Context: an optimization exercise on an open-source flow, tuned for small area. The choices shown serve that exercise and are no tape-out recipe. In this exercise RTL edits were held to simulation tests only and were not proved equivalent to the original. Power figures rest on the tool's default switching activity, not on a simulated workload.

<file path="flow/config.mk">
export PLATFORM = sky130hd
export DESIGN_NAME = cpu
export DESIGN_NICKNAME = cpu
export VERILOG_FILES = /design/flow/design.v
export SDC_FILE = /design/flow/constraint.sdc
export NUM_CORES = 4
export LEC_CHECK = 0
export CAP_MARGIN = 20
export CORE_MARGIN = 2
export CORE_UTILIZATION = 40
export SLEW_MARGIN = 20
</file>
<file path="flow/constraint.sdc">
create_clock -name core_clock -period 10.0 [get_ports {clk}]
set_input_delay 2.0000 -clock core_clock [delete_from_list [all_inputs] [get_ports {clk}]]
set_output_delay 2.0000 -clock core_clock [all_outputs]
set_load 0.01 [all_outputs]
</file>
<file path="flow/design.v">
`timescale 1ns/1ns
module alu(
    input [3:0] op,
    input [WIDTH-1:0] a,
    input [WIDTH-1:0] b,
    output reg [WIDTH-1:0] result,
    input [3:0] cc_in,
    output logic [3:0] cc_out
);
parameter WIDTH = 16;
wire a_neg = a[WIDTH-1];
wire b_neg = b[WIDTH-1];
wire result_neg = result[WIDTH-1];
wire [WIDTH-1:0] carry_in = { 15'b0, cc_in[1] };
typedef enum logic [1:0] {
    CC_WB_NONE,
    CC_WB_NZCV,
    CC_WB_NZ
} cc_wb_type;
cc_wb_type cc_wb;
always_comb begin
    cc_out = cc_in;
    cc_wb = CC_WB_NONE;
    case (op)
          4'b0000: begin
            result = a + b;
        end
          4'b0001: begin
            cc_wb = CC_WB_NZCV;
            result = a + b + carry_in;
        end
          4'b0010: begin
            cc_wb = CC_WB_NZCV;
            result = a + b + carry_in;
        end
          4'b0011: begin
            cc_wb = CC_WB_NZCV;
            result = a - b;
        end
          4'b0100: begin
            cc_wb = CC_WB_NZCV;
            result = a - b - carry_in;
        end
          4'b0101: begin
            cc_wb = CC_WB_NZ;
            result = a & b;
        end
          4'b0110: begin
            cc_wb = CC_WB_NZ;
            result = a | b;
        end
          4'b0111: begin
            cc_wb = CC_WB_NZ;
            result = a ^ b;
        end
          4'b1000: begin
            cc_wb = CC_WB_NZ;
            result = a << b;
        end
          4'b1001: begin
            cc_wb = CC_WB_NZ;
            result = a >> b;
        end
          4'b1010: begin
            cc_wb = CC_WB_NZ;
            result = $signed(a) >>> b;  
        end
          4'b1011: begin
            cc_wb = CC_WB_NZ;
            result = ($signed(a) >>> b) | (a << (WIDTH-b));  
        end
          4'b1100: result = a + b;
          4'b1101: result = a + b;
                  default: result = 16'bX;
    endcase
    if (cc_wb == CC_WB_NZ || cc_wb == CC_WB_NZCV) begin
        cc_out[3] = result_neg;
        cc_out[2] = result == 16'b0;
    end
    if (cc_wb == CC_WB_NZCV) begin
        cc_out[1] = (a_neg & b_neg) ||  
            ((a_neg ^ b_neg) && !result_neg);  
        cc_out[0] = !(a_neg ^ b_neg) && (a_neg ^ result_neg);
    end
end
endmodule
`timescale 1ns/1ns
module regfile(
    input clk,
    input rst,
    input [RADDRWIDTH-1:0] raddr_a,
    output logic [REGWIDTH-1:0] rdata_a,
    input [RADDRWIDTH-1:0] raddr_b,
    output logic [REGWIDTH-1:0] rdata_b,
    input [RADDRWIDTH-1:0] raddr_c,
    output logic [REGWIDTH-1:0] rdata_c,
    input we,
    input [RADDRWIDTH-1:0] waddr,
    input [REGWIDTH-1:0] wdata
);
parameter RADDRWIDTH = 3;
parameter REGWIDTH = 16;
reg [REGWIDTH-1:0] r[2**RADDRWIDTH-1:1];
always_comb begin
    if (raddr_a != 0)
        rdata_a = r[raddr_a];
    else
        rdata_a = 0;
    if (raddr_b != 0)
        rdata_b = r[raddr_b];
    else
        rdata_b = 0;
    if (raddr_c != 0)
        rdata_c = r[raddr_c];
    else
        rdata_c = 0;
end
always_ff @(posedge clk) begin
    if (rst) begin
        for (int i = 1; i < 2**RADDRWIDTH; i++)
            r[i] <= 0;
    end else begin
        if (we && waddr != 0) begin
            r[waddr] <= wdata;
        end
    end
end
endmodule
`timescale 1ns/1ns
module cpu(
    input clk,
    input rst,
    output [IADDRWIDTH-1:0] addr,
    input  [DWIDTH-1:0] rdata,
    output logic [DWIDTH-1:0] wdata,
    output re,
    output we
);
localparam IADDRWIDTH = 16;
localparam IWIDTH = 16;
localparam DADDRWIDTH = 16;
localparam DWIDTH = 16;
logic ifetch_active;
logic load_active;
logic store_active;
logic [IADDRWIDTH-1:0] ifetch_address;
logic [IADDRWIDTH-1:0] load_store_address;
assign addr = (load_active || store_active) ? load_store_address :
                ifetch_active ? ifetch_address : 16'dX;
wire ifetch_bus_cycle = ifetch_active && !(load_active || store_active);
assign re = ifetch_active || load_active;
assign we = store_active;
reg [IADDRWIDTH-1:0] pc;
logic [IADDRWIDTH-1:0] s1_ifetch;
logic [IADDRWIDTH-1:0] pc_next;
logic s1_ifetch_valid;
logic s2_to_s1_take_branch;
logic s2_to_s1_stall;
logic [IADDRWIDTH-1:0] s2_pc_next;
assign ifetch_address = pc_next;
always_comb begin
    if (rst) begin
        pc_next = 16'hffff;
        ifetch_active = 0;
    end else if (s2_to_s1_stall) begin
        pc_next = pc;
        ifetch_active = 1;
    end else begin
        pc_next = s2_to_s1_take_branch ? s2_pc_next : pc + 16'd1;  
        ifetch_active = 1;
    end
    s1_ifetch = rdata;  
end
always_ff @(posedge clk) begin
    pc <= pc_next;
    s1_ifetch_valid <= ifetch_bus_cycle;
end
reg [IADDRWIDTH-1:0] ir;
reg [15:0] mem_immediate;
logic [15:0] mem_immediate_next;
reg [15:0] reg_lr;
reg [15:0] reg_sp;
reg [3:0]  reg_cc;
logic [15:0] reg_lr_next;
logic [15:0] reg_sp_next;
logic [3:0]  reg_cc_next;
wire reg_cc_n = reg_cc[3];
wire reg_cc_z = reg_cc[2];
wire reg_cc_c = reg_cc[1];
wire reg_cc_v = reg_cc[0];
wire [4:0] op = ir[15:11];
wire [3:0] alu_op = ir[14:11];
wire [2:0] reg_d = ir[10:8];
wire [2:0] reg_a = ir[7:5];
wire [1:0] reg_b_addr_mode = ir[4:3];
wire [2:0] reg_b = ir[2:0];
wire [15:0] reg_b_imm = ir[3] ? { 12'b111111111111, ir[3:0] } : { 12'b0, ir[3:0] };
wire is_load = (op == 5'b01100);
wire is_store = (op == 5'b01101);
wire [3:0] branch_cc = ir[13:10];
wire [15:0] branch_short_offset = ir[9] ? { 6'b111111, ir[9:0] } : { 6'b0, ir[9:0] };
wire branch_link = ir[9];
wire branch_reg_special = ir[3];
wire [2:0] branch_reg = reg_b;
logic [15:0] reg_a_out;
logic [15:0] reg_b_out;
logic [15:0] reg_d_out;
logic [15:0] alu_a_in;
logic [15:0] alu_b_in;
logic [15:0] alu_result;
logic [3:0] alu_cc;
logic do_reg_writeback;
logic [15:0] writeback_result;
logic reg_d_special;
typedef enum logic [2:0] {
    DECODE,
    IR_IMMEDIATE,
    LS1,
    LS2,
    BRANCH_DELAY
} state_t;
state_t state;
state_t state_next;
always_comb begin
    state_next = state;
    mem_immediate_next = mem_immediate;
    reg_cc_next = reg_cc;
    reg_lr_next = reg_lr;
    reg_sp_next = reg_sp;
    reg_d_special = 1'bX;
    s2_pc_next = 16'bX;
    alu_a_in = 16'bX;
    alu_b_in = 16'bX;
    s2_to_s1_take_branch = 0;
    s2_to_s1_stall = 0;
    do_reg_writeback = 0;
    writeback_result = 16'bX;
    load_active = 0;
    store_active = 0;
    wdata = 16'bX;
    load_store_address = 16'bX;
    casez (op)
    5'b10???: begin  
        if (branch_cc != 4'b1111) begin
            case (state)
                DECODE: begin
                    s2_pc_next = pc + branch_short_offset;
                    case (branch_cc)
                          4'b0000: s2_to_s1_take_branch = reg_cc_z;
                          4'b0001: s2_to_s1_take_branch = !reg_cc_z;
                       4'b0010: s2_to_s1_take_branch = reg_cc_c;
                       4'b0011: s2_to_s1_take_branch = !reg_cc_c;
                          4'b0100: s2_to_s1_take_branch = reg_cc_n;
                          4'b0101: s2_to_s1_take_branch = !reg_cc_n;
                          4'b0110: s2_to_s1_take_branch = reg_cc_v;
                          4'b0111: s2_to_s1_take_branch = !reg_cc_v;
                          4'b1000: s2_to_s1_take_branch = reg_cc_v && !reg_cc_z;
                          4'b1001: s2_to_s1_take_branch = !reg_cc_v || reg_cc_z;
                          4'b1010: s2_to_s1_take_branch = reg_cc_n == reg_cc_v;
                          4'b1011: s2_to_s1_take_branch = reg_cc_n != reg_cc_v;
                          4'b1100: s2_to_s1_take_branch = !reg_cc_z && (reg_cc_n == reg_cc_v);
                          4'b1101: s2_to_s1_take_branch = reg_cc_z || (reg_cc_n != reg_cc_v);
                          4'b1110: s2_to_s1_take_branch = 1;
                          4'b1111: s2_to_s1_take_branch = 0;
                    endcase
                    if (s2_to_s1_take_branch) begin
                        state_next = BRANCH_DELAY;
                    end
                end
                BRANCH_DELAY: begin
                    state_next = DECODE;
                end
                default: ;
            endcase
        end else if (branch_reg_special | branch_reg != 0) begin
            case (state)
                DECODE: begin
                    if (branch_reg_special) begin
                        case (branch_reg)
                            3'd0: s2_pc_next = reg_lr;
                            3'd1: s2_pc_next = reg_sp;
                            default: s2_pc_next = pc;  
                        endcase
                    end else begin
                        s2_pc_next = reg_b_out;
                    end
                    s2_to_s1_take_branch = 1;
                    state_next = BRANCH_DELAY;
                    if (branch_link) begin
                       reg_lr_next = pc;
                    end
                end
                BRANCH_DELAY: begin
                    state_next = DECODE;
                end
                default: ;
            endcase
        end else begin
            case (state)
                DECODE: begin
                    state_next = IR_IMMEDIATE;
                    mem_immediate_next = s1_ifetch;
                end
                IR_IMMEDIATE: begin
                    s2_pc_next = pc + mem_immediate;
                    s2_to_s1_take_branch = 1;
                    state_next = BRANCH_DELAY;
                    if (branch_link) begin
                       reg_lr_next = pc;
                    end
                end
                BRANCH_DELAY: begin
                    state_next = DECODE;
                end
                default: ;
            endcase
        end
    end  
    5'b00???,
    5'b010??: begin  
        alu_a_in = reg_a_out;
        writeback_result = alu_result;
        casez (reg_b_addr_mode)
            2'b0?: begin  
                alu_b_in = reg_b_imm;
                do_reg_writeback = 1;
                reg_cc_next = alu_cc;
            end
            2'b10: begin  
                alu_b_in = reg_b_out;
                do_reg_writeback = 1;
                reg_cc_next = alu_cc;
            end
            2'b11: begin  
                if (ir[2]) begin
                    case (state)
                        DECODE: begin
                            state_next = IR_IMMEDIATE;
                            mem_immediate_next = s1_ifetch;
                        end
                        IR_IMMEDIATE: begin
                            state_next = DECODE;
                            alu_b_in = mem_immediate;
                        end
                        default: ;
                    endcase
                end else begin
                    alu_b_in = 16'd0;
                end
                if (state_next == DECODE) begin
                    do_reg_writeback = 1;
                    reg_cc_next = alu_cc;
                    if (ir[1]) begin
                        do_reg_writeback = 0;
                        case (reg_d)
                            3'd0: reg_lr_next = alu_result;
                            3'd1: reg_sp_next = alu_result;
                            default: ;  
                        endcase
                    end
                    if (ir[0]) begin
                        case (reg_a)
                            3'd0: alu_a_in = reg_lr;
                            3'd1: alu_a_in = reg_sp;
                            default: alu_a_in = 16'd0;  
                        endcase
                    end
                end
            end
        endcase
    end  
    5'b0110?: begin  
        alu_a_in = reg_a_out;
        reg_d_special = 0;
        casez (reg_b_addr_mode)
            2'b0?: begin  
                alu_b_in = reg_b_imm;
            end
            2'b10: begin  
                alu_b_in = reg_b_out;
            end
            2'b11: begin  
                if (ir[2]) begin
                    case (state)
                        DECODE: begin
                            state_next = IR_IMMEDIATE;
                            mem_immediate_next = s1_ifetch;
                        end
                        IR_IMMEDIATE: begin
                            state_next = DECODE;
                            alu_b_in = mem_immediate;
                        end
                        default: ;
                    endcase
                end else begin
                    alu_b_in = 16'd0;
                end
                if (ir[1]) begin
                    reg_d_special = 1;
                end
                if (ir[0]) begin
                    case (reg_a)
                        3'd0: alu_a_in = reg_lr;
                        3'd1: alu_a_in = reg_sp;
                        default: alu_a_in = 16'd0;  
                    endcase
                end
            end
        endcase
        if (is_load) begin
            if (state_next != IR_IMMEDIATE) begin
                case (state)
                    IR_IMMEDIATE, DECODE: begin
                        state_next = LS1;
                        load_store_address = alu_result;
                        load_active = 1;
                        s2_to_s1_stall = 1;
                    end
                    LS1: begin
                        state_next = LS2;
                        s2_to_s1_stall = 1;
                        if (reg_d_special) begin
                            case (reg_d)
                                3'd0: reg_lr_next = rdata;
                                3'd1: reg_sp_next = rdata;
                                3'd2: ;  
                                3'd3: reg_cc_next = rdata[3:0];
                                default: ;  
                            endcase
                        end else begin
                            writeback_result = rdata;
                            do_reg_writeback = 1;
                        end
                    end
                    LS2: begin
                        state_next = DECODE;
                    end
                    default: ;
                endcase
            end
        end else begin
            if (state_next != IR_IMMEDIATE) begin
                case (state)
                    IR_IMMEDIATE, DECODE: begin
                        state_next = LS1;
                        load_store_address = alu_result;
                        store_active = 1;
                        s2_to_s1_stall = 1;
                        if (reg_d_special) begin
                            case (reg_d)
                                3'd0: wdata = reg_lr;
                                3'd1: wdata = reg_sp;
                                3'd2: wdata = pc;
                                3'd3: wdata = { 12'd0, reg_cc };
                                default: wdata = 16'd0;  
                            endcase
                        end else begin
                            wdata = reg_d_out;
                        end
                    end
                    LS1: begin
                        state_next = LS2;
                        s2_to_s1_stall = 1;
                    end
                    LS2: begin
                        state_next = DECODE;
                    end
                    default: ;
                endcase
            end
            if (state_next == LS1) begin
            end
        end
    end
    5'b0111?: begin  
    end
    5'b11???: begin  
    end
    endcase
end
always_ff @(posedge clk) begin
    if (rst) begin
        ir <= 0;
        state <= DECODE;
        mem_immediate <= 0;
        reg_cc <= 0;
        reg_lr <= 0;
        reg_sp <= 0;
    end else begin
        if (state_next == DECODE) begin
            if (s1_ifetch_valid) begin
                ir <= s1_ifetch;
            end else begin
                ir <= 0;  
            end
        end
        state <= state_next;
        mem_immediate <= mem_immediate_next;
        reg_cc <= reg_cc_next;
        reg_lr <= reg_lr_next;
        reg_sp <= reg_sp_next;
    end
end
regfile regs(
    .clk(clk),
    .rst(rst),
    .raddr_a(reg_a),
    .rdata_a(reg_a_out),
    .raddr_b(reg_b),
    .rdata_b(reg_b_out),
    .raddr_c(reg_d),
    .rdata_c(reg_d_out),
    .we(do_reg_writeback),
    .waddr(reg_d),
    .wdata(writeback_result)
);
alu alu(
    .op(alu_op),
    .a(alu_a_in),
    .b(alu_b_in),
    .result(alu_result),
    .cc_in(reg_cc),
    .cc_out(alu_cc)
);
endmodule
</file>
<file path="flow/run.sh">
#!/bin/bash
# synth_recipe.tcl (not shown) runs the flow's synth.tcl, then flattens the netlist and writes it again
# the make line also repeats each setting of config.mk as NAME=value (left out here)
make -C /OpenROAD-flow-scripts/flow DESIGN_CONFIG=/design/flow/config.mk WORK_HOME=/design/flow/orfs CLKGATE_MAP_FILE= SYNTH_SCRIPT=/design/flow/synth_recipe.tcl finish
</file>
==> impl_metrics.toml <==
[sta]
drv_slew = 0
hold_violations = 0
worst_pin_slew_ps = 1195
fin_setup_tns_ps = 0
rsz0062_at_grt = "no"
period_share_pct = 95.07
fin_skew_ps = 13.20
setup_violations = 0
fin_crit_ps = 9507
fmax_mhz = 105.2
slew_headroom_pct = 19.28

[place]
routabilityCongestion = 1.083
hpwl_um = 75810
portBuffers = 51

[clock_network]
postCtsSetupRepairBufs = 0
cts_htree_levels = 1
clk_latency_ps = 560
root_buffer = "clkbuf_16"
cts_tree = "built"
path_clk_slew_ps = 70
ctsHoldBuffers = 0
cts_resized = 0
cts.sinks = 225
numCtsBuffers = 23
clockBufferDepth = 3

[synth]
synth_largest_area_cell = "edfxtp_1"
async_flop_share_pct = 0
synth-seq-cells = 225
synthCells = 2575
synthDistinctLibCells = 127
syn-cell-area_um2 = 22270
synthFlopType = "edfxtp_1"
seq_area_frac_synth_pct = 25.98
syn_avg_cell_area_um2 = 8.649
synth_top_area_share_pct = 17.26
ys.warnings.count = 3
synth_edf_count = 128
synth_area_leaders = "edfxtp_1 (17%), mux2i_1 (10%), dfxtp_1 (8.7%), mux4_2 (7.3%), nor2_1 (5.8%)"

[drt]
wl_per_cell_um = 30.63
antenna_left = 0
drt-vias-per-instance = 6.721
wirelength_um = 101000
drt-initial-drc-count = 2646
vias = 22150
drt_first_pass_iters = 6
drc_errors = 0

[critical_path]
cp.required_ps = 8000
cp-start-kind = "flop"
end_kind = "output pin"
worstPathArrival_ps = 7510
reg2reg_slack_ps = 2760
r2r_cells = 19
crit_type = "flop to output pin"
r2r_end = "regs.r[6][12]$_SDFFCE_PN0P_"
cp_max_fo = 22

[floorplanning]
start_util_pct = 40.43
die_h_um = 240.0
die_area_um2 = 57580
die_w_um = 240.0
coreArea_um2 = 55090
io-pin-count = 52
rows = 86

[layout]
mostFrequentLayoutCells = "nor2_1 (339), mux2i_1 (229), nand2_1 (194)"
fin_nets = 2638
area_delta_synth_final_pct = 7.871
layout-drive-gt1-share_pct = 11.51
final_common_cell = "nor2_1"
n_fill_cell = 5560

[global_routing]
grt_pass1_vias = 21500
overflow = 0
grt_max_degree = 53
antenna_found_initial = 1
grt_pass1_wl_um = 146000
grt_usage_pct = 34.36

[hold_path]
holdPathEnd = "reg_sp[1]$_SDFFE_PP0P_"
hp-start = "reg_sp[1]$_SDFFE_PP0P_"
holdPathStages = 2
hp-class = "flop to flop"

[run]
drv_cap = 0

[power_and_ir_drop]
p_per_area_nw_per_um2 = 193.5
peakVddDrop_mv = 0.1620
leakagePower_nw = 8.687
p_total_mw = 4.648

[run_status]
status = "finished clean"
where the power goes:
group,total [mW],internal [mW],switching [mW]
Clock,0.939,0.530,0.409
Sequential,1.22,1.07,0.152
Combinational,2.49,0.867,1.62
Total,4.65,2.46,2.18
worst max path at each step:
stage	startpoint	end	slack (ps)	cells past startpoint
after floorplan	flop	addr[15]	2930	25
after global placement	flop	addr[6]	1210	13
after detailed placement	flop	addr[12]	1250	20
after CTS	flop	addr[12]	630	20
after global routing	ir[0]$_SDFFE_PP0N_	addr[12]	280	21
final	flop	addr[12]	490	20
per-layer routing:
metal | track usage (%) | vias to the layer above | wire length [um]
li1 | - | 9579 | -
met1 | 41.21 | 10860 | 37730
met2 | 56.05 | 1344 | 45980
met3 | 5.809 | 365 | 8843
met4 | 24.19 | 0 | 8414
met5 | 0 | - | 0
critical path, stage by stage, from the launching register on:
cell and delay, ps:
dfxtp_1 740, buf_4 440, mux4_2 350, mux2i_1 300, a211oi_1 140, nor2_1 520, inv_1 170, ha_1 440
inv_1 120, a21oi_1 240, nor4_1 90, a2111o_1 440, a31oi_1 280, xnor2_1 290, o22ai_1 260, a221o_1 310
a211oi_1 460, a32oi_1 450, nor2_1 310, a31oi_1 80, clkdlybuf4s50_1 520
cells in the mapped netlist (all sizes together) (15+ instances only):
master / n
nand2b: 33
nand2: 196
mux2: 23
mux2i: 234
a211oi: 60
mux4: 72
inv: 94
a22o: 17
ha: 85
nor3: 67
o22ai: 42
dfxtp: 97
nor2: 349
nand3: 81
nand4: 21
clkbuf: 109
a22oi: 17
xor2: 24
edfxtp: 128
o21ai: 118
o211ai: 32
or3: 15
o31ai: 18
a31oi: 39
xnor2: 60
nor4: 16
a21o: 15
a21oi: 156
buf: 95
flip-flops by register name, indices dropped and copies added (netlist names), named ones only:
signal	cells
reg_cc	4
regs.r	128
pc	16
state	3
s1_ifetch_valid	1
ir	16
mem_immediate	16
reg_sp	16
reg_lr	16
logic make-up after synthesis:
group | count (synthesis) | synth area share [%]
buffers and inverters | 302 | 6.596
XOR/XNOR | 84 | 3.421
AND/OR/NAND/NOR | 850 | 17.91
adder cells (fa/ha/maj) | 89 | 5.135
AO/OA/AOI/OAI | 695 | 21.88
multiplexers | 329 | 19.07
flip-flops | 225 | 25.98
other | 1 | 0.01684
through the flow:
stage	util [%]	setup slack, ps	hold WS, ps	std cells	cell area [um2]
2_1_floorplan	-	2930	458.4	2590	22330
3_3_place_gp	42.16	1209	483.9	3254	23230
3_5_place_dp	42.18	1252	485.7	3254	23240
4_1_cts	43.60	633.2	496.3	3294	24020
5_1_grt	43.60	281.5	526.1	3294	24020
6_report	43.61	492.7	511.1	3296	24020
cell type report:
type	count	area, um2	share of cell area (%)
multi-input combinational	2063	15110	62.88
tap	748	935.9	3.896
inverter	98	376.6	1.568
sequential	225	5793	24.11
clock inverter	14	196.4	0.8177
timing repair buffer	120	1023	4.260
antenna	2	5.005	0.02083
clock buffer	26	586.8	2.443

## static timing again, ports no longer ideal
The results above use ideal ports. As a check the final layout listed here was re-extracted and re-timed, cells and wires unchanged.
Step 1 sets driving cells, clkbuf_16 on the clock port and buf_2 on the other inputs (assumed; they add their load-dependent delay and slew).
Step 2 adds t to the input delays and takes it off the output delays; t is the mean of the earliest and latest rising clock arrival at the registers after step 1. Input paths then give back, and output paths get back, about the clock's delay inside the block.
Three values: ideal, step 1, step 2; two values: the first two.
t (ns): 0.610
setup WS [ns]: 0.493 / 0.435 / 1.045
worst setup path after step 2: register to output
slew at the worst register clock pin (ns): 0.07 / 0.07
worst slew at a driven data input, ns: 0.04
After both steps this run still meets setup and hold. For this run, drivers alone change the setup slack by -0.058 ns; drivers and shift together by +0.552 ns.
